Source: an optimization exercise on an open RTL-to-GDS flow (aim: small area and a short achievable clock period). Production flows keep margins and buffers that such runs may drop.
The RTL of this run was laid out without a check of its function.
No activity file was given, so power comes from the tool's default toggle rates.

==> design/flow/design.v <==
module PE (
    input  wire               clk,
    input  wire               rst,
    input  wire               en,
    input  wire               mode_residual,
    input  wire signed [15:0] input_data,
    input  wire signed [15:0] weight_data,
    input  wire signed [15:0] residual_data,
    output reg  signed [15:0] output_data,
    output wire               input_sparse,
    output wire               weight_sparse,
    output wire               computation_skipped,
    output reg         [15:0] sparse_count,
    output reg         [15:0] total_count
);
    assign input_sparse  = (input_data[15:4] == 12'h000) |
                           ((input_data[15:4] == 12'hfff) & (input_data[3:0] != 4'h0));
    assign weight_sparse = (weight_data[15:4] == 12'h000) |
                           ((weight_data[15:4] == 12'hfff) & (weight_data[3:0] != 4'h0));
    assign computation_skipped = input_sparse | weight_sparse;
    wire mac = en & ~computation_skipped;
    reg  [15:0] acc_s;
    wire [15:0] an = ~input_data;
    wire [15:0] bn = ~weight_data;
    wire pp_0_0;
    nr2 u_pp0_0 (.a(an[0]), .b(bn[0]), .y(pp_0_0));
    wire pp_0_1;
    nr2 u_pp0_1 (.a(an[0]), .b(bn[1]), .y(pp_0_1));
    wire pp_0_2;
    nr2 u_pp0_2 (.a(an[0]), .b(bn[2]), .y(pp_0_2));
    wire pp_0_3;
    nr2 u_pp0_3 (.a(an[0]), .b(bn[3]), .y(pp_0_3));
    wire pp_0_4;
    nr2 u_pp0_4 (.a(an[0]), .b(bn[4]), .y(pp_0_4));
    wire pp_0_5;
    nr2 u_pp0_5 (.a(an[0]), .b(bn[5]), .y(pp_0_5));
    wire pp_0_6;
    nr2 u_pp0_6 (.a(an[0]), .b(bn[6]), .y(pp_0_6));
    wire pp_0_7;
    nr2 u_pp0_7 (.a(an[0]), .b(bn[7]), .y(pp_0_7));
    wire pp_0_8;
    nr2 u_pp0_8 (.a(an[0]), .b(bn[8]), .y(pp_0_8));
    wire pp_0_9;
    nr2 u_pp0_9 (.a(an[0]), .b(bn[9]), .y(pp_0_9));
    wire pp_0_10;
    nr2 u_pp0_10 (.a(an[0]), .b(bn[10]), .y(pp_0_10));
    wire pp_0_11;
    nr2 u_pp0_11 (.a(an[0]), .b(bn[11]), .y(pp_0_11));
    wire pp_0_12;
    nr2 u_pp0_12 (.a(an[0]), .b(bn[12]), .y(pp_0_12));
    wire pp_0_13;
    nr2 u_pp0_13 (.a(an[0]), .b(bn[13]), .y(pp_0_13));
    wire pp_0_14;
    nr2 u_pp0_14 (.a(an[0]), .b(bn[14]), .y(pp_0_14));
    wire pp_0_15;
    nr2 u_pp0_15 (.a(an[0]), .b(bn[15]), .y(pp_0_15));
    wire pp_1_0;
    nr2 u_pp1_0 (.a(an[1]), .b(bn[0]), .y(pp_1_0));
    wire pp_1_1;
    nr2 u_pp1_1 (.a(an[1]), .b(bn[1]), .y(pp_1_1));
    wire pp_1_2;
    nr2 u_pp1_2 (.a(an[1]), .b(bn[2]), .y(pp_1_2));
    wire pp_1_3;
    nr2 u_pp1_3 (.a(an[1]), .b(bn[3]), .y(pp_1_3));
    wire pp_1_4;
    nr2 u_pp1_4 (.a(an[1]), .b(bn[4]), .y(pp_1_4));
    wire pp_1_5;
    nr2 u_pp1_5 (.a(an[1]), .b(bn[5]), .y(pp_1_5));
    wire pp_1_6;
    nr2 u_pp1_6 (.a(an[1]), .b(bn[6]), .y(pp_1_6));
    wire pp_1_7;
    nr2 u_pp1_7 (.a(an[1]), .b(bn[7]), .y(pp_1_7));
    wire pp_1_8;
    nr2 u_pp1_8 (.a(an[1]), .b(bn[8]), .y(pp_1_8));
    wire pp_1_9;
    nr2 u_pp1_9 (.a(an[1]), .b(bn[9]), .y(pp_1_9));
    wire pp_1_10;
    nr2 u_pp1_10 (.a(an[1]), .b(bn[10]), .y(pp_1_10));
    wire pp_1_11;
    nr2 u_pp1_11 (.a(an[1]), .b(bn[11]), .y(pp_1_11));
    wire pp_1_12;
    nr2 u_pp1_12 (.a(an[1]), .b(bn[12]), .y(pp_1_12));
    wire pp_1_13;
    nr2 u_pp1_13 (.a(an[1]), .b(bn[13]), .y(pp_1_13));
    wire pp_1_14;
    nr2 u_pp1_14 (.a(an[1]), .b(bn[14]), .y(pp_1_14));
    wire pp_2_0;
    nr2 u_pp2_0 (.a(an[2]), .b(bn[0]), .y(pp_2_0));
    wire pp_2_1;
    nr2 u_pp2_1 (.a(an[2]), .b(bn[1]), .y(pp_2_1));
    wire pp_2_2;
    nr2 u_pp2_2 (.a(an[2]), .b(bn[2]), .y(pp_2_2));
    wire pp_2_3;
    nr2 u_pp2_3 (.a(an[2]), .b(bn[3]), .y(pp_2_3));
    wire pp_2_4;
    nr2 u_pp2_4 (.a(an[2]), .b(bn[4]), .y(pp_2_4));
    wire pp_2_5;
    nr2 u_pp2_5 (.a(an[2]), .b(bn[5]), .y(pp_2_5));
    wire pp_2_6;
    nr2 u_pp2_6 (.a(an[2]), .b(bn[6]), .y(pp_2_6));
    wire pp_2_7;
    nr2 u_pp2_7 (.a(an[2]), .b(bn[7]), .y(pp_2_7));
    wire pp_2_8;
    nr2 u_pp2_8 (.a(an[2]), .b(bn[8]), .y(pp_2_8));
    wire pp_2_9;
    nr2 u_pp2_9 (.a(an[2]), .b(bn[9]), .y(pp_2_9));
    wire pp_2_10;
    nr2 u_pp2_10 (.a(an[2]), .b(bn[10]), .y(pp_2_10));
    wire pp_2_11;
    nr2 u_pp2_11 (.a(an[2]), .b(bn[11]), .y(pp_2_11));
    wire pp_2_12;
    nr2 u_pp2_12 (.a(an[2]), .b(bn[12]), .y(pp_2_12));
    wire pp_2_13;
    nr2 u_pp2_13 (.a(an[2]), .b(bn[13]), .y(pp_2_13));
    wire pp_3_0;
    nr2 u_pp3_0 (.a(an[3]), .b(bn[0]), .y(pp_3_0));
    wire pp_3_1;
    nr2 u_pp3_1 (.a(an[3]), .b(bn[1]), .y(pp_3_1));
    wire pp_3_2;
    nr2 u_pp3_2 (.a(an[3]), .b(bn[2]), .y(pp_3_2));
    wire pp_3_3;
    nr2 u_pp3_3 (.a(an[3]), .b(bn[3]), .y(pp_3_3));
    wire pp_3_4;
    nr2 u_pp3_4 (.a(an[3]), .b(bn[4]), .y(pp_3_4));
    wire pp_3_5;
    nr2 u_pp3_5 (.a(an[3]), .b(bn[5]), .y(pp_3_5));
    wire pp_3_6;
    nr2 u_pp3_6 (.a(an[3]), .b(bn[6]), .y(pp_3_6));
    wire pp_3_7;
    nr2 u_pp3_7 (.a(an[3]), .b(bn[7]), .y(pp_3_7));
    wire pp_3_8;
    nr2 u_pp3_8 (.a(an[3]), .b(bn[8]), .y(pp_3_8));
    wire pp_3_9;
    nr2 u_pp3_9 (.a(an[3]), .b(bn[9]), .y(pp_3_9));
    wire pp_3_10;
    nr2 u_pp3_10 (.a(an[3]), .b(bn[10]), .y(pp_3_10));
    wire pp_3_11;
    nr2 u_pp3_11 (.a(an[3]), .b(bn[11]), .y(pp_3_11));
    wire pp_3_12;
    nr2 u_pp3_12 (.a(an[3]), .b(bn[12]), .y(pp_3_12));
    wire pp_4_0;
    nr2 u_pp4_0 (.a(an[4]), .b(bn[0]), .y(pp_4_0));
    wire pp_4_1;
    nr2 u_pp4_1 (.a(an[4]), .b(bn[1]), .y(pp_4_1));
    wire pp_4_2;
    nr2 u_pp4_2 (.a(an[4]), .b(bn[2]), .y(pp_4_2));
    wire pp_4_3;
    nr2 u_pp4_3 (.a(an[4]), .b(bn[3]), .y(pp_4_3));
    wire pp_4_4;
    nr2 u_pp4_4 (.a(an[4]), .b(bn[4]), .y(pp_4_4));
    wire pp_4_5;
    nr2 u_pp4_5 (.a(an[4]), .b(bn[5]), .y(pp_4_5));
    wire pp_4_6;
    nr2 u_pp4_6 (.a(an[4]), .b(bn[6]), .y(pp_4_6));
    wire pp_4_7;
    nr2 u_pp4_7 (.a(an[4]), .b(bn[7]), .y(pp_4_7));
    wire pp_4_8;
    nr2 u_pp4_8 (.a(an[4]), .b(bn[8]), .y(pp_4_8));
    wire pp_4_9;
    nr2 u_pp4_9 (.a(an[4]), .b(bn[9]), .y(pp_4_9));
    wire pp_4_10;
    nr2 u_pp4_10 (.a(an[4]), .b(bn[10]), .y(pp_4_10));
    wire pp_4_11;
    nr2 u_pp4_11 (.a(an[4]), .b(bn[11]), .y(pp_4_11));
    wire pp_5_0;
    nr2 u_pp5_0 (.a(an[5]), .b(bn[0]), .y(pp_5_0));
    wire pp_5_1;
    nr2 u_pp5_1 (.a(an[5]), .b(bn[1]), .y(pp_5_1));
    wire pp_5_2;
    nr2 u_pp5_2 (.a(an[5]), .b(bn[2]), .y(pp_5_2));
    wire pp_5_3;
    nr2 u_pp5_3 (.a(an[5]), .b(bn[3]), .y(pp_5_3));
    wire pp_5_4;
    nr2 u_pp5_4 (.a(an[5]), .b(bn[4]), .y(pp_5_4));
    wire pp_5_5;
    nr2 u_pp5_5 (.a(an[5]), .b(bn[5]), .y(pp_5_5));
    wire pp_5_6;
    nr2 u_pp5_6 (.a(an[5]), .b(bn[6]), .y(pp_5_6));
    wire pp_5_7;
    nr2 u_pp5_7 (.a(an[5]), .b(bn[7]), .y(pp_5_7));
    wire pp_5_8;
    nr2 u_pp5_8 (.a(an[5]), .b(bn[8]), .y(pp_5_8));
    wire pp_5_9;
    nr2 u_pp5_9 (.a(an[5]), .b(bn[9]), .y(pp_5_9));
    wire pp_5_10;
    nr2 u_pp5_10 (.a(an[5]), .b(bn[10]), .y(pp_5_10));
    wire pp_6_0;
    nr2 u_pp6_0 (.a(an[6]), .b(bn[0]), .y(pp_6_0));
    wire pp_6_1;
    nr2 u_pp6_1 (.a(an[6]), .b(bn[1]), .y(pp_6_1));
    wire pp_6_2;
    nr2 u_pp6_2 (.a(an[6]), .b(bn[2]), .y(pp_6_2));
    wire pp_6_3;
    nr2 u_pp6_3 (.a(an[6]), .b(bn[3]), .y(pp_6_3));
    wire pp_6_4;
    nr2 u_pp6_4 (.a(an[6]), .b(bn[4]), .y(pp_6_4));
    wire pp_6_5;
    nr2 u_pp6_5 (.a(an[6]), .b(bn[5]), .y(pp_6_5));
    wire pp_6_6;
    nr2 u_pp6_6 (.a(an[6]), .b(bn[6]), .y(pp_6_6));
    wire pp_6_7;
    nr2 u_pp6_7 (.a(an[6]), .b(bn[7]), .y(pp_6_7));
    wire pp_6_8;
    nr2 u_pp6_8 (.a(an[6]), .b(bn[8]), .y(pp_6_8));
    wire pp_6_9;
    nr2 u_pp6_9 (.a(an[6]), .b(bn[9]), .y(pp_6_9));
    wire pp_7_0;
    nr2 u_pp7_0 (.a(an[7]), .b(bn[0]), .y(pp_7_0));
    wire pp_7_1;
    nr2 u_pp7_1 (.a(an[7]), .b(bn[1]), .y(pp_7_1));
    wire pp_7_2;
    nr2 u_pp7_2 (.a(an[7]), .b(bn[2]), .y(pp_7_2));
    wire pp_7_3;
    nr2 u_pp7_3 (.a(an[7]), .b(bn[3]), .y(pp_7_3));
    wire pp_7_4;
    nr2 u_pp7_4 (.a(an[7]), .b(bn[4]), .y(pp_7_4));
    wire pp_7_5;
    nr2 u_pp7_5 (.a(an[7]), .b(bn[5]), .y(pp_7_5));
    wire pp_7_6;
    nr2 u_pp7_6 (.a(an[7]), .b(bn[6]), .y(pp_7_6));
    wire pp_7_7;
    nr2 u_pp7_7 (.a(an[7]), .b(bn[7]), .y(pp_7_7));
    wire pp_7_8;
    nr2 u_pp7_8 (.a(an[7]), .b(bn[8]), .y(pp_7_8));
    wire pp_8_0;
    nr2 u_pp8_0 (.a(an[8]), .b(bn[0]), .y(pp_8_0));
    wire pp_8_1;
    nr2 u_pp8_1 (.a(an[8]), .b(bn[1]), .y(pp_8_1));
    wire pp_8_2;
    nr2 u_pp8_2 (.a(an[8]), .b(bn[2]), .y(pp_8_2));
    wire pp_8_3;
    nr2 u_pp8_3 (.a(an[8]), .b(bn[3]), .y(pp_8_3));
    wire pp_8_4;
    nr2 u_pp8_4 (.a(an[8]), .b(bn[4]), .y(pp_8_4));
    wire pp_8_5;
    nr2 u_pp8_5 (.a(an[8]), .b(bn[5]), .y(pp_8_5));
    wire pp_8_6;
    nr2 u_pp8_6 (.a(an[8]), .b(bn[6]), .y(pp_8_6));
    wire pp_8_7;
    nr2 u_pp8_7 (.a(an[8]), .b(bn[7]), .y(pp_8_7));
    wire pp_9_0;
    nr2 u_pp9_0 (.a(an[9]), .b(bn[0]), .y(pp_9_0));
    wire pp_9_1;
    nr2 u_pp9_1 (.a(an[9]), .b(bn[1]), .y(pp_9_1));
    wire pp_9_2;
    nr2 u_pp9_2 (.a(an[9]), .b(bn[2]), .y(pp_9_2));
    wire pp_9_3;
    nr2 u_pp9_3 (.a(an[9]), .b(bn[3]), .y(pp_9_3));
    wire pp_9_4;
    nr2 u_pp9_4 (.a(an[9]), .b(bn[4]), .y(pp_9_4));
    wire pp_9_5;
    nr2 u_pp9_5 (.a(an[9]), .b(bn[5]), .y(pp_9_5));
    wire pp_9_6;
    nr2 u_pp9_6 (.a(an[9]), .b(bn[6]), .y(pp_9_6));
    wire pp_10_0;
    nr2 u_pp10_0 (.a(an[10]), .b(bn[0]), .y(pp_10_0));
    wire pp_10_1;
    nr2 u_pp10_1 (.a(an[10]), .b(bn[1]), .y(pp_10_1));
    wire pp_10_2;
    nr2 u_pp10_2 (.a(an[10]), .b(bn[2]), .y(pp_10_2));
    wire pp_10_3;
    nr2 u_pp10_3 (.a(an[10]), .b(bn[3]), .y(pp_10_3));
    wire pp_10_4;
    nr2 u_pp10_4 (.a(an[10]), .b(bn[4]), .y(pp_10_4));
    wire pp_10_5;
    nr2 u_pp10_5 (.a(an[10]), .b(bn[5]), .y(pp_10_5));
    wire pp_11_0;
    nr2 u_pp11_0 (.a(an[11]), .b(bn[0]), .y(pp_11_0));
    wire pp_11_1;
    nr2 u_pp11_1 (.a(an[11]), .b(bn[1]), .y(pp_11_1));
    wire pp_11_2;
    nr2 u_pp11_2 (.a(an[11]), .b(bn[2]), .y(pp_11_2));
    wire pp_11_3;
    nr2 u_pp11_3 (.a(an[11]), .b(bn[3]), .y(pp_11_3));
    wire pp_11_4;
    nr2 u_pp11_4 (.a(an[11]), .b(bn[4]), .y(pp_11_4));
    wire pp_12_0;
    nr2 u_pp12_0 (.a(an[12]), .b(bn[0]), .y(pp_12_0));
    wire pp_12_1;
    nr2 u_pp12_1 (.a(an[12]), .b(bn[1]), .y(pp_12_1));
    wire pp_12_2;
    nr2 u_pp12_2 (.a(an[12]), .b(bn[2]), .y(pp_12_2));
    wire pp_12_3;
    nr2 u_pp12_3 (.a(an[12]), .b(bn[3]), .y(pp_12_3));
    wire pp_13_0;
    nr2 u_pp13_0 (.a(an[13]), .b(bn[0]), .y(pp_13_0));
    wire pp_13_1;
    nr2 u_pp13_1 (.a(an[13]), .b(bn[1]), .y(pp_13_1));
    wire pp_13_2;
    nr2 u_pp13_2 (.a(an[13]), .b(bn[2]), .y(pp_13_2));
    wire pp_14_0;
    nr2 u_pp14_0 (.a(an[14]), .b(bn[0]), .y(pp_14_0));
    wire pp_14_1;
    nr2 u_pp14_1 (.a(an[14]), .b(bn[1]), .y(pp_14_1));
    wire pp_15_0;
    nr2 u_pp15_0 (.a(an[15]), .b(bn[0]), .y(pp_15_0));
    wire hs0, hc0;
    ha u_ha0 (.a(acc_s[12]), .b(pp_0_12), .s(hs0), .co(hc0));
    wire fs0, fc0;
    fa u_fa0 (.a(acc_s[13]), .b(pp_0_13), .c(pp_10_3), .s(fs0), .co(fc0));
    wire hs1, hc1;
    ha u_ha1 (.a(pp_11_2), .b(pp_12_1), .s(hs1), .co(hc1));
    wire fs1, fc1;
    fa u_fa1 (.a(acc_s[14]), .b(pp_0_14), .c(pp_10_4), .s(fs1), .co(fc1));
    wire fs2, fc2;
    fa u_fa2 (.a(pp_11_3), .b(pp_12_2), .c(pp_13_1), .s(fs2), .co(fc2));
    wire hs2, hc2;
    ha u_ha2 (.a(pp_14_0), .b(pp_1_13), .s(hs2), .co(hc2));
    wire hs3, hc3;
    ha u_ha3 (.a(acc_s[8]), .b(pp_0_8), .s(hs3), .co(hc3));
    wire fs3, fc3;
    fa u_fa3 (.a(acc_s[9]), .b(pp_0_9), .c(pp_1_8), .s(fs3), .co(fc3));
    wire hs4, hc4;
    ha u_ha4 (.a(pp_2_7), .b(pp_3_6), .s(hs4), .co(hc4));
    wire fs4, fc4;
    fa u_fa4 (.a(acc_s[10]), .b(pp_0_10), .c(pp_10_0), .s(fs4), .co(fc4));
    wire fs5, fc5;
    fa u_fa5 (.a(pp_1_9), .b(pp_2_8), .c(pp_3_7), .s(fs5), .co(fc5));
    wire hs5, hc5;
    ha u_ha5 (.a(pp_4_6), .b(pp_5_5), .s(hs5), .co(hc5));
    wire fs6, fc6;
    fa u_fa6 (.a(acc_s[11]), .b(pp_0_11), .c(pp_10_1), .s(fs6), .co(fc6));
    wire fs7, fc7;
    fa u_fa7 (.a(pp_11_0), .b(pp_1_10), .c(pp_2_9), .s(fs7), .co(fc7));
    wire fs8, fc8;
    fa u_fa8 (.a(pp_3_8), .b(pp_4_7), .c(pp_5_6), .s(fs8), .co(fc8));
    wire hs6, hc6;
    ha u_ha6 (.a(pp_6_5), .b(pp_7_4), .s(hs6), .co(hc6));
    wire fs9, fc9;
    fa u_fa9 (.a(pp_10_2), .b(pp_11_1), .c(pp_12_0), .s(fs9), .co(fc9));
    wire fs10, fc10;
    fa u_fa10 (.a(pp_1_11), .b(pp_2_10), .c(pp_3_9), .s(fs10), .co(fc10));
    wire fs11, fc11;
    fa u_fa11 (.a(pp_4_8), .b(pp_5_7), .c(pp_6_6), .s(fs11), .co(fc11));
    wire fs12, fc12;
    fa u_fa12 (.a(pp_7_5), .b(pp_8_4), .c(pp_9_3), .s(fs12), .co(fc12));
    wire fs13, fc13;
    fa u_fa13 (.a(pp_13_0), .b(pp_1_12), .c(pp_2_11), .s(fs13), .co(fc13));
    wire fs14, fc14;
    fa u_fa14 (.a(pp_3_10), .b(pp_4_9), .c(pp_5_8), .s(fs14), .co(fc14));
    wire fs15, fc15;
    fa u_fa15 (.a(pp_6_7), .b(pp_7_6), .c(pp_8_5), .s(fs15), .co(fc15));
    wire fs16, fc16;
    fa u_fa16 (.a(pp_9_4), .b(hc0), .c(hs1), .s(fs16), .co(fc16));
    wire fs17, fc17;
    fa u_fa17 (.a(pp_2_12), .b(pp_3_11), .c(pp_4_10), .s(fs17), .co(fc17));
    wire fs18, fc18;
    fa u_fa18 (.a(pp_5_9), .b(pp_6_8), .c(pp_7_7), .s(fs18), .co(fc18));
    wire fs19, fc19;
    fa u_fa19 (.a(pp_8_6), .b(pp_9_5), .c(hc1), .s(fs19), .co(fc19));
    wire fs20, fc20;
    fa u_fa20 (.a(hs2), .b(fc0), .c(fs1), .s(fs20), .co(fc20));
    wire hs7, hc7;
    ha u_ha7 (.a(acc_s[5]), .b(pp_0_5), .s(hs7), .co(hc7));
    wire fs21, fc21;
    fa u_fa21 (.a(acc_s[6]), .b(pp_0_6), .c(pp_1_5), .s(fs21), .co(fc21));
    wire hs8, hc8;
    ha u_ha8 (.a(pp_2_4), .b(pp_3_3), .s(hs8), .co(hc8));
    wire fs22, fc22;
    fa u_fa22 (.a(acc_s[7]), .b(pp_0_7), .c(pp_1_6), .s(fs22), .co(fc22));
    wire fs23, fc23;
    fa u_fa23 (.a(pp_2_5), .b(pp_3_4), .c(pp_4_3), .s(fs23), .co(fc23));
    wire hs9, hc9;
    ha u_ha9 (.a(pp_5_2), .b(pp_6_1), .s(hs9), .co(hc9));
    wire fs24, fc24;
    fa u_fa24 (.a(pp_1_7), .b(pp_2_6), .c(pp_3_5), .s(fs24), .co(fc24));
    wire fs25, fc25;
    fa u_fa25 (.a(pp_4_4), .b(pp_5_3), .c(pp_6_2), .s(fs25), .co(fc25));
    wire fs26, fc26;
    fa u_fa26 (.a(pp_7_1), .b(pp_8_0), .c(hs3), .s(fs26), .co(fc26));
    wire fs27, fc27;
    fa u_fa27 (.a(pp_4_5), .b(pp_5_4), .c(pp_6_3), .s(fs27), .co(fc27));
    wire fs28, fc28;
    fa u_fa28 (.a(pp_7_2), .b(pp_8_1), .c(pp_9_0), .s(fs28), .co(fc28));
    wire fs29, fc29;
    fa u_fa29 (.a(hc3), .b(hs4), .c(fs3), .s(fs29), .co(fc29));
    wire fs30, fc30;
    fa u_fa30 (.a(pp_6_4), .b(pp_7_3), .c(pp_8_2), .s(fs30), .co(fc30));
    wire fs31, fc31;
    fa u_fa31 (.a(pp_9_1), .b(hc4), .c(hs5), .s(fs31), .co(fc31));
    wire fs32, fc32;
    fa u_fa32 (.a(fc3), .b(fs4), .c(fs5), .s(fs32), .co(fc32));
    wire fs33, fc33;
    fa u_fa33 (.a(pp_8_3), .b(pp_9_2), .c(hc5), .s(fs33), .co(fc33));
    wire fs34, fc34;
    fa u_fa34 (.a(hs6), .b(fc4), .c(fc5), .s(fs34), .co(fc34));
    wire fs35, fc35;
    fa u_fa35 (.a(fs6), .b(fs7), .c(fs8), .s(fs35), .co(fc35));
    wire fs36, fc36;
    fa u_fa36 (.a(hc6), .b(hs0), .c(fc6), .s(fs36), .co(fc36));
    wire fs37, fc37;
    fa u_fa37 (.a(fc7), .b(fc8), .c(fs10), .s(fs37), .co(fc37));
    wire fs38, fc38;
    fa u_fa38 (.a(fs11), .b(fs12), .c(fs9), .s(fs38), .co(fc38));
    wire fs39, fc39;
    fa u_fa39 (.a(fc10), .b(fc11), .c(fc12), .s(fs39), .co(fc39));
    wire fs40, fc40;
    fa u_fa40 (.a(fc9), .b(fs0), .c(fs13), .s(fs40), .co(fc40));
    wire fs41, fc41;
    fa u_fa41 (.a(fs14), .b(fs15), .c(fs16), .s(fs41), .co(fc41));
    wire fs42, fc42;
    fa u_fa42 (.a(fc13), .b(fc14), .c(fc15), .s(fs42), .co(fc42));
    wire fs43, fc43;
    fa u_fa43 (.a(fs17), .b(fs18), .c(fs2), .s(fs43), .co(fc43));
    wire fs44, fc44;
    fa u_fa44 (.a(fc16), .b(fs19), .c(fs20), .s(fs44), .co(fc44));
    wire hs10, hc10;
    ha u_ha10 (.a(acc_s[3]), .b(pp_0_3), .s(hs10), .co(hc10));
    wire fs45, fc45;
    fa u_fa45 (.a(acc_s[4]), .b(pp_0_4), .c(pp_1_3), .s(fs45), .co(fc45));
    wire hs11, hc11;
    ha u_ha11 (.a(pp_2_2), .b(pp_3_1), .s(hs11), .co(hc11));
    wire fs46, fc46;
    fa u_fa46 (.a(pp_1_4), .b(pp_2_3), .c(pp_3_2), .s(fs46), .co(fc46));
    wire fs47, fc47;
    fa u_fa47 (.a(pp_4_1), .b(pp_5_0), .c(hs7), .s(fs47), .co(fc47));
    wire fs48, fc48;
    fa u_fa48 (.a(pp_4_2), .b(pp_5_1), .c(pp_6_0), .s(fs48), .co(fc48));
    wire fs49, fc49;
    fa u_fa49 (.a(hc7), .b(hs8), .c(fs21), .s(fs49), .co(fc49));
    wire fs50, fc50;
    fa u_fa50 (.a(pp_7_0), .b(hc8), .c(hs9), .s(fs50), .co(fc50));
    wire fs51, fc51;
    fa u_fa51 (.a(fc21), .b(fs22), .c(fs23), .s(fs51), .co(fc51));
    wire fs52, fc52;
    fa u_fa52 (.a(hc9), .b(fc22), .c(fc23), .s(fs52), .co(fc52));
    wire fs53, fc53;
    fa u_fa53 (.a(fs24), .b(fs25), .c(fs26), .s(fs53), .co(fc53));
    wire fs54, fc54;
    fa u_fa54 (.a(fc24), .b(fc25), .c(fs27), .s(fs54), .co(fc54));
    wire fs55, fc55;
    fa u_fa55 (.a(fs28), .b(fc26), .c(fs29), .s(fs55), .co(fc55));
    wire fs56, fc56;
    fa u_fa56 (.a(fc27), .b(fc28), .c(fs30), .s(fs56), .co(fc56));
    wire fs57, fc57;
    fa u_fa57 (.a(fs31), .b(fc29), .c(fs32), .s(fs57), .co(fc57));
    wire fs58, fc58;
    fa u_fa58 (.a(fc30), .b(fc31), .c(fs33), .s(fs58), .co(fc58));
    wire fs59, fc59;
    fa u_fa59 (.a(fc32), .b(fs34), .c(fs35), .s(fs59), .co(fc59));
    wire fs60, fc60;
    fa u_fa60 (.a(fc33), .b(fc34), .c(fc35), .s(fs60), .co(fc60));
    wire fs61, fc61;
    fa u_fa61 (.a(fs36), .b(fs37), .c(fs38), .s(fs61), .co(fc61));
    wire fs62, fc62;
    fa u_fa62 (.a(fc36), .b(fc37), .c(fc38), .s(fs62), .co(fc62));
    wire fs63, fc63;
    fa u_fa63 (.a(fs39), .b(fs40), .c(fs41), .s(fs63), .co(fc63));
    wire fs64, fc64;
    fa u_fa64 (.a(fc39), .b(fc40), .c(fs42), .s(fs64), .co(fc64));
    wire fs65, fc65;
    fa u_fa65 (.a(fs43), .b(fc41), .c(fs44), .s(fs65), .co(fc65));
    wire hs12, hc12;
    ha u_ha12 (.a(acc_s[2]), .b(pp_0_2), .s(hs12), .co(hc12));
    wire fs66, fc66;
    fa u_fa66 (.a(pp_1_2), .b(pp_2_1), .c(pp_3_0), .s(fs66), .co(fc66));
    wire fs67, fc67;
    fa u_fa67 (.a(pp_4_0), .b(hc10), .c(hs11), .s(fs67), .co(fc67));
    wire fs68, fc68;
    fa u_fa68 (.a(hc11), .b(fc45), .c(fs46), .s(fs68), .co(fc68));
    wire fs69, fc69;
    fa u_fa69 (.a(fc46), .b(fs48), .c(fc47), .s(fs69), .co(fc69));
    wire fs70, fc70;
    fa u_fa70 (.a(fc48), .b(fs50), .c(fc49), .s(fs70), .co(fc70));
    wire fs71, fc71;
    fa u_fa71 (.a(fc50), .b(fc51), .c(fs52), .s(fs71), .co(fc71));
    wire fs72, fc72;
    fa u_fa72 (.a(fc52), .b(fs54), .c(fc53), .s(fs72), .co(fc72));
    wire fs73, fc73;
    fa u_fa73 (.a(fc54), .b(fs56), .c(fc55), .s(fs73), .co(fc73));
    wire fs74, fc74;
    fa u_fa74 (.a(fc56), .b(fs58), .c(fc57), .s(fs74), .co(fc74));
    wire fs75, fc75;
    fa u_fa75 (.a(fc58), .b(fc59), .c(fs60), .s(fs75), .co(fc75));
    wire fs76, fc76;
    fa u_fa76 (.a(fc60), .b(fc61), .c(fs62), .s(fs76), .co(fc76));
    wire fs77, fc77;
    fa u_fa77 (.a(fc62), .b(fs64), .c(fc63), .s(fs77), .co(fc77));
    wire hs13, hc13;
    ha u_ha13 (.a(acc_s[1]), .b(pp_0_1), .s(hs13), .co(hc13));
    wire fs78, fc78;
    fa u_fa78 (.a(pp_1_1), .b(pp_2_0), .c(hs12), .s(fs78), .co(fc78));
    wire fs79, fc79;
    fa u_fa79 (.a(hc12), .b(hs10), .c(fs66), .s(fs79), .co(fc79));
    wire fs80, fc80;
    fa u_fa80 (.a(fc66), .b(fs45), .c(fs67), .s(fs80), .co(fc80));
    wire fs81, fc81;
    fa u_fa81 (.a(fc67), .b(fs47), .c(fs68), .s(fs81), .co(fc81));
    wire fs82, fc82;
    fa u_fa82 (.a(fc68), .b(fs49), .c(fs69), .s(fs82), .co(fc82));
    wire fs83, fc83;
    fa u_fa83 (.a(fs51), .b(fc69), .c(fs70), .s(fs83), .co(fc83));
    wire fs84, fc84;
    fa u_fa84 (.a(fs53), .b(fc70), .c(fs71), .s(fs84), .co(fc84));
    wire fs85, fc85;
    fa u_fa85 (.a(fc71), .b(fs55), .c(fs72), .s(fs85), .co(fc85));
    wire fs86, fc86;
    fa u_fa86 (.a(fs57), .b(fc72), .c(fs73), .s(fs86), .co(fc86));
    wire fs87, fc87;
    fa u_fa87 (.a(fs59), .b(fc73), .c(fs74), .s(fs87), .co(fc87));
    wire fs88, fc88;
    fa u_fa88 (.a(fs61), .b(fc74), .c(fs75), .s(fs88), .co(fc88));
    wire fs89, fc89;
    fa u_fa89 (.a(fs63), .b(fc75), .c(fs76), .s(fs89), .co(fc89));
    wire fs90, fc90;
    fa u_fa90 (.a(fc76), .b(fs65), .c(fs77), .s(fs90), .co(fc90));
    wire xs0;
    xo2 u_xo0 (.a(acc_s[15]), .b(pp_0_15), .y(xs0));
    wire xs1;
    xo2 u_xo1 (.a(pp_10_5), .b(pp_11_4), .y(xs1));
    wire xs2;
    xo2 u_xo2 (.a(pp_12_3), .b(pp_13_2), .y(xs2));
    wire xs3;
    xo2 u_xo3 (.a(pp_14_1), .b(pp_15_0), .y(xs3));
    wire xs4;
    xo2 u_xo4 (.a(pp_1_14), .b(pp_2_13), .y(xs4));
    wire xs5;
    xo2 u_xo5 (.a(pp_3_12), .b(pp_4_11), .y(xs5));
    wire xs6;
    xo2 u_xo6 (.a(pp_5_10), .b(pp_6_9), .y(xs6));
    wire xs7;
    xo2 u_xo7 (.a(pp_7_8), .b(pp_8_7), .y(xs7));
    wire xs8;
    xo2 u_xo8 (.a(pp_9_6), .b(xs0), .y(xs8));
    wire xs9;
    xo2 u_xo9 (.a(xs1), .b(xs2), .y(xs9));
    wire xs10;
    xo2 u_xo10 (.a(xs3), .b(xs4), .y(xs10));
    wire xs11;
    xo2 u_xo11 (.a(xs5), .b(xs6), .y(xs11));
    wire xs12;
    xo2 u_xo12 (.a(xs7), .b(hc2), .y(xs12));
    wire xs13;
    xo2 u_xo13 (.a(fc1), .b(fc17), .y(xs13));
    wire xs14;
    xo2 u_xo14 (.a(fc18), .b(fc2), .y(xs14));
    wire xs15;
    xo2 u_xo15 (.a(xs10), .b(xs11), .y(xs15));
    wire xs16;
    xo2 u_xo16 (.a(xs8), .b(xs9), .y(xs16));
    wire xs17;
    xo2 u_xo17 (.a(xs12), .b(xs13), .y(xs17));
    wire xs18;
    xo2 u_xo18 (.a(xs14), .b(xs15), .y(xs18));
    wire xs19;
    xo2 u_xo19 (.a(xs16), .b(fc19), .y(xs19));
    wire xs20;
    xo2 u_xo20 (.a(fc42), .b(xs17), .y(xs20));
    wire xs21;
    xo2 u_xo21 (.a(xs18), .b(fc20), .y(xs21));
    wire xs22;
    xo2 u_xo22 (.a(fc43), .b(xs19), .y(xs22));
    wire xs23;
    xo2 u_xo23 (.a(xs20), .b(xs21), .y(xs23));
    wire xs24;
    xo2 u_xo24 (.a(xs22), .b(fc64), .y(xs24));
    wire xs25;
    xo2 u_xo25 (.a(xs23), .b(fc44), .y(xs25));
    wire xs26;
    xo2 u_xo26 (.a(xs24), .b(xs25), .y(xs26));
    wire xs27;
    xo2 u_xo27 (.a(xs26), .b(fc65), .y(xs27));
    wire xs28;
    xo2 u_xo28 (.a(fc77), .b(xs27), .y(xs28));
    wire xs29;
    xo2 u_xo29 (.a(xs28), .b(fc90), .y(xs29));
    wire [15:0] row0 = {xs29, fc89, fc88, fc87, fc86, fc85, fc84, fc83, fc82, fc81, fc80, fc79, fc78, hc13, pp_1_0, acc_s[0]};
    wire [15:0] row1 = {1'b0, fs90, fs89, fs88, fs87, fs86, fs85, fs84, fs83, fs82, fs81, fs80, fs79, fs78, hs13, pp_0_0};
    wire [15:0] acc_nx = row0 + row1;
    wire [15:0] res_g = residual_data & {16{mode_residual}};
    wire xs30;
    xo2 u_xo30 (.a(acc_s[15]), .b(res_g[15]), .y(xs30));
    wire [15:0] out0 = {xs30, acc_s[14], acc_s[13], acc_s[12], acc_s[11], acc_s[10], acc_s[9], acc_s[8], acc_s[7], acc_s[6], acc_s[5], acc_s[4], acc_s[3], acc_s[2], acc_s[1], acc_s[0]};
    wire [15:0] out1 = {1'b0, res_g[14], res_g[13], res_g[12], res_g[11], res_g[10], res_g[9], res_g[8], res_g[7], res_g[6], res_g[5], res_g[4], res_g[3], res_g[2], res_g[1], res_g[0]};
    wire [15:0] out_nx = out0 + out1;
    wire [15:0] acc_s_d, acc_c_d, out_d;
    mx2 u_ms0 (.s(mac), .a1(acc_nx[0]), .a0(acc_s[0]), .y(acc_s_d[0]));
    mx2 u_ms1 (.s(mac), .a1(acc_nx[1]), .a0(acc_s[1]), .y(acc_s_d[1]));
    mx2 u_ms2 (.s(mac), .a1(acc_nx[2]), .a0(acc_s[2]), .y(acc_s_d[2]));
    mx2 u_ms3 (.s(mac), .a1(acc_nx[3]), .a0(acc_s[3]), .y(acc_s_d[3]));
    mx2 u_ms4 (.s(mac), .a1(acc_nx[4]), .a0(acc_s[4]), .y(acc_s_d[4]));
    mx2 u_ms5 (.s(mac), .a1(acc_nx[5]), .a0(acc_s[5]), .y(acc_s_d[5]));
    mx2 u_ms6 (.s(mac), .a1(acc_nx[6]), .a0(acc_s[6]), .y(acc_s_d[6]));
    mx2 u_ms7 (.s(mac), .a1(acc_nx[7]), .a0(acc_s[7]), .y(acc_s_d[7]));
    mx2 u_ms8 (.s(mac), .a1(acc_nx[8]), .a0(acc_s[8]), .y(acc_s_d[8]));
    mx2 u_ms9 (.s(mac), .a1(acc_nx[9]), .a0(acc_s[9]), .y(acc_s_d[9]));
    mx2 u_ms10 (.s(mac), .a1(acc_nx[10]), .a0(acc_s[10]), .y(acc_s_d[10]));
    mx2 u_ms11 (.s(mac), .a1(acc_nx[11]), .a0(acc_s[11]), .y(acc_s_d[11]));
    mx2 u_ms12 (.s(mac), .a1(acc_nx[12]), .a0(acc_s[12]), .y(acc_s_d[12]));
    mx2 u_ms13 (.s(mac), .a1(acc_nx[13]), .a0(acc_s[13]), .y(acc_s_d[13]));
    mx2 u_ms14 (.s(mac), .a1(acc_nx[14]), .a0(acc_s[14]), .y(acc_s_d[14]));
    mx2 u_ms15 (.s(mac), .a1(acc_nx[15]), .a0(acc_s[15]), .y(acc_s_d[15]));
    mx2 u_mo0 (.s(en), .a1(out_nx[0]), .a0(output_data[0]), .y(out_d[0]));
    mx2 u_mo1 (.s(en), .a1(out_nx[1]), .a0(output_data[1]), .y(out_d[1]));
    mx2 u_mo2 (.s(en), .a1(out_nx[2]), .a0(output_data[2]), .y(out_d[2]));
    mx2 u_mo3 (.s(en), .a1(out_nx[3]), .a0(output_data[3]), .y(out_d[3]));
    mx2 u_mo4 (.s(en), .a1(out_nx[4]), .a0(output_data[4]), .y(out_d[4]));
    mx2 u_mo5 (.s(en), .a1(out_nx[5]), .a0(output_data[5]), .y(out_d[5]));
    mx2 u_mo6 (.s(en), .a1(out_nx[6]), .a0(output_data[6]), .y(out_d[6]));
    mx2 u_mo7 (.s(en), .a1(out_nx[7]), .a0(output_data[7]), .y(out_d[7]));
    mx2 u_mo8 (.s(en), .a1(out_nx[8]), .a0(output_data[8]), .y(out_d[8]));
    mx2 u_mo9 (.s(en), .a1(out_nx[9]), .a0(output_data[9]), .y(out_d[9]));
    mx2 u_mo10 (.s(en), .a1(out_nx[10]), .a0(output_data[10]), .y(out_d[10]));
    mx2 u_mo11 (.s(en), .a1(out_nx[11]), .a0(output_data[11]), .y(out_d[11]));
    mx2 u_mo12 (.s(en), .a1(out_nx[12]), .a0(output_data[12]), .y(out_d[12]));
    mx2 u_mo13 (.s(en), .a1(out_nx[13]), .a0(output_data[13]), .y(out_d[13]));
    mx2 u_mo14 (.s(en), .a1(out_nx[14]), .a0(output_data[14]), .y(out_d[14]));
    mx2 u_mo15 (.s(en), .a1(out_nx[15]), .a0(output_data[15]), .y(out_d[15]));
    always @(posedge clk or posedge rst) begin
        if (rst) begin
            acc_s <= 16'd0;
            output_data <= 16'd0;
            sparse_count <= 16'd0;
            total_count <= 16'd0;
        end else begin
            total_count  <= total_count + {15'd0, en};
            sparse_count <= sparse_count + {15'd0, en & computation_skipped};
            acc_s <= acc_s_d;
            output_data <= out_d;
        end
    end
endmodule
module fa (input wire a, input wire b, input wire c, output wire s, output wire co);
    assign s = a ^ b ^ c;
    assign co = (a & b) | (a & c) | (b & c);
endmodule
module ha (input wire a, input wire b, output wire s, output wire co);
    assign s = a ^ b;
    assign co = a & b;
endmodule
module xo2 (input wire a, input wire b, output wire y);
    assign y = a ^ b;
endmodule
module nr2 (input wire a, input wire b, output wire y);
    assign y = ~(a | b);
endmodule
module mx2 (input wire s, input wire a1, input wire a0, output wire y);
    assign y = s ? a1 : a0;
endmodule
==> design/flow/flow/run.sh <==
#!/bin/bash
# Standard ORFS layout with two changes:
#  - port buffers use the smallest buffer cell (buffer_ports' default pick is clkdlybuf4s50_1);
#  - after synthesis every combinational cell starts at drive strength 1 (flow/downsize.tcl),
#    and timing repair sizes up only what the timing needs.
set -euo pipefail
export BUFFER_PORTS_ARGS="-buffer_cell sky130_fd_sc_hd__buf_1"
export POST_SYNTH_TCL="$(pwd)/flow/downsize.tcl"
bash standard.sh finish > standard_flow.log 2>&1
==> design/flow/flow/downsize.tcl <==
# Sourced after the synthesized netlist is loaded (POST_SYNTH_TCL): set every
# combinational cell to its smallest (_1) drive strength; the later timing repair
# sizes up the cells that need it. Flip-flops are left as synthesis made them.
set db [ord::get_db]
set n 0
foreach inst [[ord::get_db_block] getInsts] {
  set m [[$inst getMaster] getName]
  if {[regexp {^(sky130_fd_sc_hd__[a-z0-9]+)_([0-9]+)$} $m -> base d]} {
    if {[string match "*__df*" $base] || [string match "*__dl*" $base] || [string match "*__sdf*" $base]} { continue }
    if {$d > 1} {
      set nm [$db findMaster ${base}_1]
      if {$nm ne "NULL" && $nm ne ""} { $inst swapMaster $nm; incr n }
    }
  }
}
puts "downsize.tcl: set $n cells to drive strength 1"
==> design/flow/standard.sh <==
#!/bin/bash
# synth_recipe.tcl (not shown) runs the flow's synth.tcl, then flattens the netlist and writes it again
# the make line also repeats each setting of config.mk as NAME=value (left out here)
make -C /OpenROAD-flow-scripts/flow DESIGN_CONFIG=/design/flow/config.mk WORK_HOME=/design/flow/orfs CLKGATE_MAP_FILE= SYNTH_SCRIPT=/design/flow/synth_recipe.tcl "${@:-finish}"
==> design/flow/config.mk <==
export PLATFORM = sky130hd
export DESIGN_NAME = PE
export DESIGN_NICKNAME = PE
export VERILOG_FILES = /design/flow/design.v
export SDC_FILE = /design/flow/constraint.sdc
export NUM_CORES = 4
export LEC_CHECK = 0
export CAP_MARGIN = 20
export CORE_MARGIN = 2
export CORE_UTILIZATION = 40
export PLACE_DENSITY = 0.6
export SETUP_SLACK_MARGIN = 3
export SLEW_MARGIN = 20
export SYNTH_HIERARCHICAL = 1
export SYNTH_MINIMUM_KEEP_SIZE = 0
==> design/flow/constraint.sdc <==
create_clock -name core_clock -period 8.0 [get_ports {clk}]
set_input_delay 1.6000 -clock core_clock [delete_from_list [all_inputs] [get_ports {clk}]]
set_output_delay 1.6000 -clock core_clock [all_outputs]
set_load 0.01 [all_outputs]
==> notes.md <==
flip-flops by register name (all words and copies together) (netlist names):
signal        cells
acc_s            16
output_data      16
sparse_count     16
total_count      16
worst max-delay path, stage by stage:
cell and delay, ns:
buf_4 0.10, clkinvlp_4 0.20, nor2_4 0.17, fa_1 0.43, fa_2 0.50, fa_2 0.36
fa_1 0.52, fa_1 0.56, ha_4 0.22, and3_4 0.17, a221o_1 0.35, a21oi_2 0.15
o21ai_2 0.07, xor2_1 0.14, mux2_4 0.26
path summary, 6_finish.rpt:
kind | to | startpoint | cells past startpoint | slack (ns)
max reg2reg | acc_s[15] | acc_s[11] | 12 | 3.59
min | sparse_count[15] | sparse_count[15] | 1 | 0.48
min reg2reg | sparse_count[15] | sparse_count[15] | 1 | 0.48
max in group asynchronous | acc_s[14] | rst | 3 | 5.98
max | acc_s[15] | weight_data[1] | 15 | 2.41
min in group asynchronous | acc_s[6] | rst | 3 | 1.49
power by group:
part | leakage [uW] | switching, uW | internal (uW)
logic | 0.00299 | 1790 | 1830
clock network | 0.000171 | 159 | 308
registers | 0.000809 | 112 | 449
total | 0.00397 | 2060 | 2590
layout by cell type (no fill, tap or decap), types with 21 or more instances in the layout:
master,n
fa_1,82
nor2_1,120
mux2_1,31
ha_1,39
dfrtp_1,64
buf_1,86
buf_4,40
xor2_1,50
xnor2_1,36
nand2_1,21
cell type report:
type	instances	area (um2)
tap	225	281.5
timing repair inverter	1	7.507
timing repair buffer	143	743.2
multi-input combinational	580	5527
inverter	42	212.7
clock inverter	7	125.1
fill	1592	8393
sequential	64	1602
clock buffer	9	225.2
per-stage QoR:
stage | power, uW | cell area, um2
3_5_place_dp | 3701 | 7741
2_1_floorplan | 3061 | 7073
3_3_place_gp | 3683 | 7741
5_1_grt | 5106 | 8723
4_1_cts | 4396 | 8517
6_report | 4650 | 8723
repair_timing:
item                       4_1_cts  5_1_grt
gates resized for setup         64       44
setup endpoints to repair        8       10
cloned                           1        0
pin swaps                       18       27
buffers inserted                35        4
per-layer routing:
layer | track usage | vias to the layer above
met5 | 0 | -
met4 | 0.07697 | 0
met3 | 0.03517 | 40
met2 | 0.3664 | 179
met1 | 0.2607 | 2741
li1 | - | 2619
==> results_dict.tcl <==
set metrics [dict create \
    place_ws_ns 1.806 \
    routed-wl-met2_mm 9.003 \
    clkTransAtPathRegs_ns 0.06 \
    p_leak_uw 0.003966 \
    critPathRequiredTime_ns 8.22 \
    period_share 0.6983 \
    start_kind "input pin" \
    slew_violations 0 \
    syn_inst 689 \
    cap_violations 0 \
    whs_ns 0.4825 \
    cp_max_fo 6 \
    synth_area_um2 6928 \
    arrival_ns 5.80 \
    crit_path_end_kind "register" \
    first_pass_iters 7 \
    final_util 0.5096 \
    wl_met1_mm 7.729 \
    fin_nets 1034 \
    area_growth_pct 25.92 \
    min_period_ns 5.586 \
    htree_num_levels 3 \
    rows 48 \
    hold_viol_final 0 \
    drc 0 \
    fmax_ghz 0.1790 \
    start_util 0.4048 \
    setup_viol 0 \
    postSynthAreaPerCell_um2 10.05 \
    dp_cells 1015 \
    rsz0062_at_grt "true" \
    ios 103 \
    grt-ovfl-total 0 \
    instances_no_fill 1071 \
    wl_met3_mm 1.003 \
    grt_max_degree 65 \
    hold_path_class "reg2reg" \
    critPathKind "in2reg" \
    status "complete, no violations" \
    hold_buffers 0 \
    ys_warn_count 7 \
    finalClockSkew_ns 0.008258 \
    clockRootBuffer "clkbuf_16" \
    setup_slack_ns 2.414 \
    syn-num-nets 882 \
    cts_tree "built" \
    dr_total_vias 5579 \
    fin_tns_setup_ns 0 \
    cts_buffer_depth 2 \
    hpwl_mm 13.31 \
    cts_sinks 64 \
    worst_slew_pin_slew_ns 0.8403 \
    grt_pass1_vias 6009 \
    design.core.area_um2 17120 \
    relSlewSlack 0.4398 \
    antenna_cells 0 \
    p_per_area_nw_per_um2 533.1 \
    totalWireLength_mm 18.28 \
    track_usage 0.2097 \
    die_area_um2 18390 \
    port_buffers 102 \
    gp_congestion 0.8935 \
    post_route_cells_drive_above_1_share 0.1950 \
    clk_latency_ns 0.33 \
    top_layer "met4" \
    vdd_drop_max_mv 0.5655 \
    antenna_found_initial 0 \
    ant_nets 0 \
    via_per_inst 5.209 \
    cts_buffers 9 \
    die_width_um 135.6 \
    die_h_um 135.6 \
    grt_pass1_wl_mm 30.08 \
    routedWlPerCell_um 17.07 \
    drtIter0Drc 377 \
]

==> what the ideal ports hide <==
The results above use ideal ports. As a check the final layout listed here was re-extracted and re-timed, cells and wires unchanged.
Step 1 assumes that a clkbuf_16 drives the clock port and a buf_2 every other input.
Step 2 times the ports against the registers' clock, not the clock port: input delays grow and output delays shrink by t, the midpoint of the rising clock arrivals with the driver on.
Three values: ideal, step 1, step 2; two values: the first two.
shift t [ns]: 0.362
slack for setup (ns): 2.414 / 2.412 / 2.049
clock arrival spread, ns: 0.009 / 0.009
After both steps setup and hold are still met in this run. The setup slack of this run moves by -0.002 ns with the drivers and by -0.365 ns with both steps.
